What follows belongs to an exercise in optimizing a design on an open flow for small area and a short achievable clock period; a production flow would make more cautious choices. The RTL was checked by simulation tests, not by an equivalence proof against the original design. Power figures rest on the tool's default switching activity, not on a simulated workload.

==> flow/design.v (excerpt) <==
module PCPU (
	input wire clock,
	input wire [15:0] d_datain,
	input wire enable,
	input wire [15:0] i_datain,
	input wire reset,
	input wire start,
	output wire [15:0] d_addr,
	output wire [15:0] d_dataout,
	output wire d_we,
	output wire [7:0] i_addr,
	output wire [15:0] regi0,
	output wire [15:0] regi1,
	output wire [15:0] regi2,
	output wire [15:0] regi3,
	output wire [15:0] regi4,
	output wire [15:0] regi5,
	output wire [15:0] regi6,
	output wire [15:0] regi7,
	output wire [2:0] wb_addr
);
Size in the first run: roughly 300 flip-flops, about 16000 µm² of cells after synthesis.
clock: 6.0 ns
lec_check: 0
cap_margin: 20
core_margin: 2
core_utilization: 50
place_density: 0.75
setup_slack_margin: 3.4
slew_margin: 20
standard.sh (not shown) runs the stock make flow with config.mk's settings and CLKGATE_MAP_FILE= SYNTH_SCRIPT=/design/flow/synth_recipe.tcl, a recipe that flattens the netlist after the stock synthesis.
==> flow/flow/run.sh <==
#!/bin/bash
# Standard layout (the standard.sh) with two changes: the port buffers use
# the smallest buffer cell, and the clock tree is built with larger sink
# clusters and no dummy loads. Each tool's output is in standard.log and in
# orfs/logs/.
set -euo pipefail
export BUFFER_PORTS_ARGS="-buffer_cell sky130_fd_sc_hd__buf_1"
export CTS_ARGS="-sink_clustering_enable -repair_clock_nets -dont_use_dummy_load -sink_clustering_size 25 -sink_clustering_max_diameter 80"
bash standard.sh > standard.log 2>&1
Change:
- PLACE_DENSITY: 0.75 -> 0.9
The new run completed with no timing, DRC or antenna violations. Wire length grows by 4.1%. Design area went up by 1.6%. Clock-buffer cell count went up by 1.
Change:
- PLACE_DENSITY: 0.9 -> not set
After rerunning: Combinational power hardly moves; area after synthesis is unchanged; power decreases by 1.2%; worst hold slack gets better by 7.7 ps.
Change:
- SETUP_SLACK_MARGIN: 3.4 -> 3.7
Outcome:
- count of clock-buffer cells in the layout does not change
- wire length increases by 6.2%
- clock skew decreases by 13 ps
- combinational power increases by about 3%
- setup slack degrades by 82 ps
Change:
- PLACE_DENSITY: not set -> 0.75
- SETUP_SLACK_MARGIN: 3.7 -> 3.6
What happened:
- total power is lower by about 1%
- combinational power is lower by about 2%
- worst setup slack loses 100 ps
- die area does not change
- synthesized cell count does not change
Change:
--- a/flow/flow/run.sh
+++ b/flow/flow/run.sh
@@ -8,0 +9 @@
+export ADDER_MAP_FILE=
- SETUP_SLACK_MARGIN: 3.6 -> 3.4
- die area rose by a few percent
- power shrinks by roughly a tenth
- core utilization decreases by 2.4 points
- hold slack is worse by 10 ps
- sequential power is lower by a few percent
- first-iteration DRC count went up by about a fifth
- maximum frequency went up by a little under a tenth
- wire length hardly moves

## job 2057
PCPU, a different RTL version from the one above (not shown whole).
For scale: about 1,500 cells after synthesis, about 300 flip-flops, ~210 I/O pins, roughly 0.016 mm² of cells after synthesis.
Design PCPU, start of the top module:
module PCPU (
	input wire clock,
	input wire [15:0] d_datain,
	input wire enable,
	input wire [15:0] i_datain,
	input wire reset,
	input wire start,
	output wire [15:0] d_addr,
	output wire [15:0] d_dataout,
	output wire d_we,
	output wire [7:0] i_addr,
	output wire [15:0] regi0,
	output wire [15:0] regi1,
	output wire [15:0] regi2,
	output wire [15:0] regi3,
	output wire [15:0] regi4,
	output wire [15:0] regi5,
	output wire [15:0] regi6,
	output wire [15:0] regi7,
	output wire [2:0] wb_addr
);
==> flow/config.mk <==
export PLATFORM = sky130hd
export DESIGN_NAME = PCPU
export DESIGN_NICKNAME = PCPU
export VERILOG_FILES = /design/flow/design.v
export SDC_FILE = /design/flow/constraint.sdc
export NUM_CORES = 4
export LEC_CHECK = 0
export CAP_MARGIN = 20
export CORE_MARGIN = 2
export CORE_UTILIZATION = 50
export GPL_ROUTABILITY_DRIVEN = 0
export PLACE_DENSITY = 0.75
export SETUP_SLACK_MARGIN = 3.4
export SLEW_MARGIN = 20
==> flow/constraint.sdc <==
create_clock -name core_clock -period 6.0 [get_ports {clock}]
set_input_delay 1.2000 -clock core_clock [delete_from_list [all_inputs] [get_ports {clock}]]
set_output_delay 1.2000 -clock core_clock [all_outputs]
set_load 0.01 [all_outputs]
==> flow/flow/run.sh <==
#!/bin/bash
# Standard layout (the standard.sh) with two changes: the port buffers use
# the smallest buffer cell, and the clock tree is built with larger sink
# clusters and no dummy loads. Each tool's output is in standard.log and in
# orfs/logs/.
set -euo pipefail
export BUFFER_PORTS_ARGS="-buffer_cell sky130_fd_sc_hd__buf_1"
export CTS_ARGS="-sink_clustering_enable -repair_clock_nets -dont_use_dummy_load -sink_clustering_size 25 -sink_clustering_max_diameter 80"
bash standard.sh > standard.log 2>&1
Having completed the whole flow, job 2057 delivered a layout that passed the timing, DRC and antenna checks.
Relative to job 2057, the following input files were edited for job 7634:
Settings: CORE_UTILIZATION now 55, was 50; GPL_ROUTABILITY_DRIVEN now 1, was 0.
Notes after the runs:
Status: footprint of the flip-flops and latches parity (job 7634, job 2057)
Total half-perimeter wirelength after legalization and detailed placement in job 7634 vs job 2057: down 1.2%
Job 7634 reports its slowest library cell on the worst path as sky130_fd_sc_hd__dfrtp_1 while job 2057 reports sky130_fd_sc_hd__mux4_1.
On post-CTS setup buffer count: job 7634 sits below job 2057.
Changes observed in job 7634 relative to job 2057: critical path depth up 2; proportion of power drawn by flip-flops and latches decreased by 0.2 points relative to the old numbers.
### job 7634 -> job 4764
Settings: swapping 3.4 for 3.3 in SETUP_SLACK_MARGIN; clearing GPL_ROUTABILITY_DRIVEN, which used to be 1; swapping 55 for 50 in CORE_UTILIZATION.
==> comparison <==
- Job 4764 | status: complete | timing, DRC, antenna: pass
- Per the comparison of job 4764 with job 7634, met1 capacity usage during global routing decreased 3.0 points; met1 routed wirelength after detailed routing increased 3.3%.
- Time the worst path needs with I/O delays and setup on job 4764 is behind job 7634.
- Job 4764 against job 7634: leakage power dropped 1.0%, clock-pin slew on the worst setup and hold paths ~0 delta.
The following lists how job 1232 was set up differently from job 4764:
Settings: SETUP_SLACK_MARGIN now 3.4, was 3.3; PLACE_DENSITY now 0.7, was 0.75.
### Flow results
Compared with job 4764, in job 1232 number of vias per cell decreased about 0.37%, non-clock buffer count moved up, fraction of power consumed by sequential logic went down by 1.1 points, worst-skew pair later-pin latency shows no meaningful change.
Compared job 1232 vs job 4764, and overall power of the completed layout is up in job 1232.
Period utilization: job 1232 vs job 4764 down 3.0 points
Number of nets at the end of the flow up 0.34% in job 1232 wrt job 4764
#### Input delta (job 6940 over job 1232)
Settings: PLACE_DENSITY now 0.8, was 0.7; SETUP_SLACK_MARGIN now 3.5, was 3.4.
Notes after the runs:
Diff job 1232..job 6940 | clock sink total | unchanged
Wire length reported by the detailed router of job 6940 exceeds that of job 1232 by a few percent.
Re final setup TNS: no difference whatsoever between job 6940 and job 1232.
Comparing job 1232 and job 6940, the higher power per standard cell area is on job 1232.
Diff job 1232 -> job 6940: cell area now larger, power drawn by the combinational cells now larger, global-route usage now larger, number of detailed-routing iterations run before antenna repair now larger, sequential share of layout area now smaller.

==> port drivers added, routing unchanged <==
The results above use ideal ports. As a check the final layouts listed here were re-extracted and re-timed, cells and wires unchanged.
Step 1, drivers: a clkbuf_16 drives clock and a buf_2 each remaining input, both assumed.
Step 2 also shifts input and output timing later by t, the mid clock arrival at the registers, as if the neighbouring blocks saw the same clock.
Slacks: ideal ports / drivers / drivers and shift; pairs: ideal ports / drivers.
| run | t, ns | slack for setup (ns) | worst hold slack (ns) | latest minus earliest clock arrival (ns) |
|---|---|---|---|---|
| the first run of note 1 | 0.536 | 3.271 / 3.271 / 3.050 | 0.360 / 0.360 / 0.360 | 0.047 / 0.047 |
| the second run of note 1 | 0.541 | 3.166 / 3.166 / 2.961 | 0.355 / 0.355 / 0.355 | 0.060 / 0.061 |
| the third run of note 1 | 0.552 | 3.273 / 3.273 / 2.969 | 0.363 / 0.363 / 0.363 | 0.052 / 0.052 |
| the fourth run of note 1 | 0.555 | 3.191 / 3.191 / 3.145 | 0.357 / 0.357 / 0.357 | 0.040 / 0.040 |
| the fifth run of note 1 | 0.543 | 3.089 / 3.089 / 3.089 | 0.368 / 0.368 / 0.368 | 0.049 / 0.049 |
| the sixth run of note 1 | 0.537 | 3.325 / 3.325 / 3.005 | 0.358 / 0.358 / 0.358 | 0.068 / 0.069 |
| job 2057 | 0.553 | 3.228 / 3.228 / 3.030 | 0.361 / 0.361 / 0.361 | 0.049 / 0.050 |
| job 7634 | 0.549 | 3.276 / 3.276 / 2.983 | 0.363 / 0.363 / 0.363 | 0.065 / 0.066 |
| job 4764 | 0.539 | 3.164 / 3.164 / 2.886 | 0.350 / 0.350 / 0.350 | 0.102 / 0.102 |
| job 1232 | 0.558 | 3.345 / 3.345 / 2.987 | 0.359 / 0.359 / 0.359 | 0.056 / 0.057 |
| job 6940 | 0.554 | 3.258 / 3.258 / 2.986 | 0.356 / 0.356 / 0.356 | 0.088 / 0.088 |
After both steps setup and hold are still met in every run listed. The setup slack of job 1232, which loses most, moves by 0.000 ns with the drivers and by -0.358 ns with both steps.
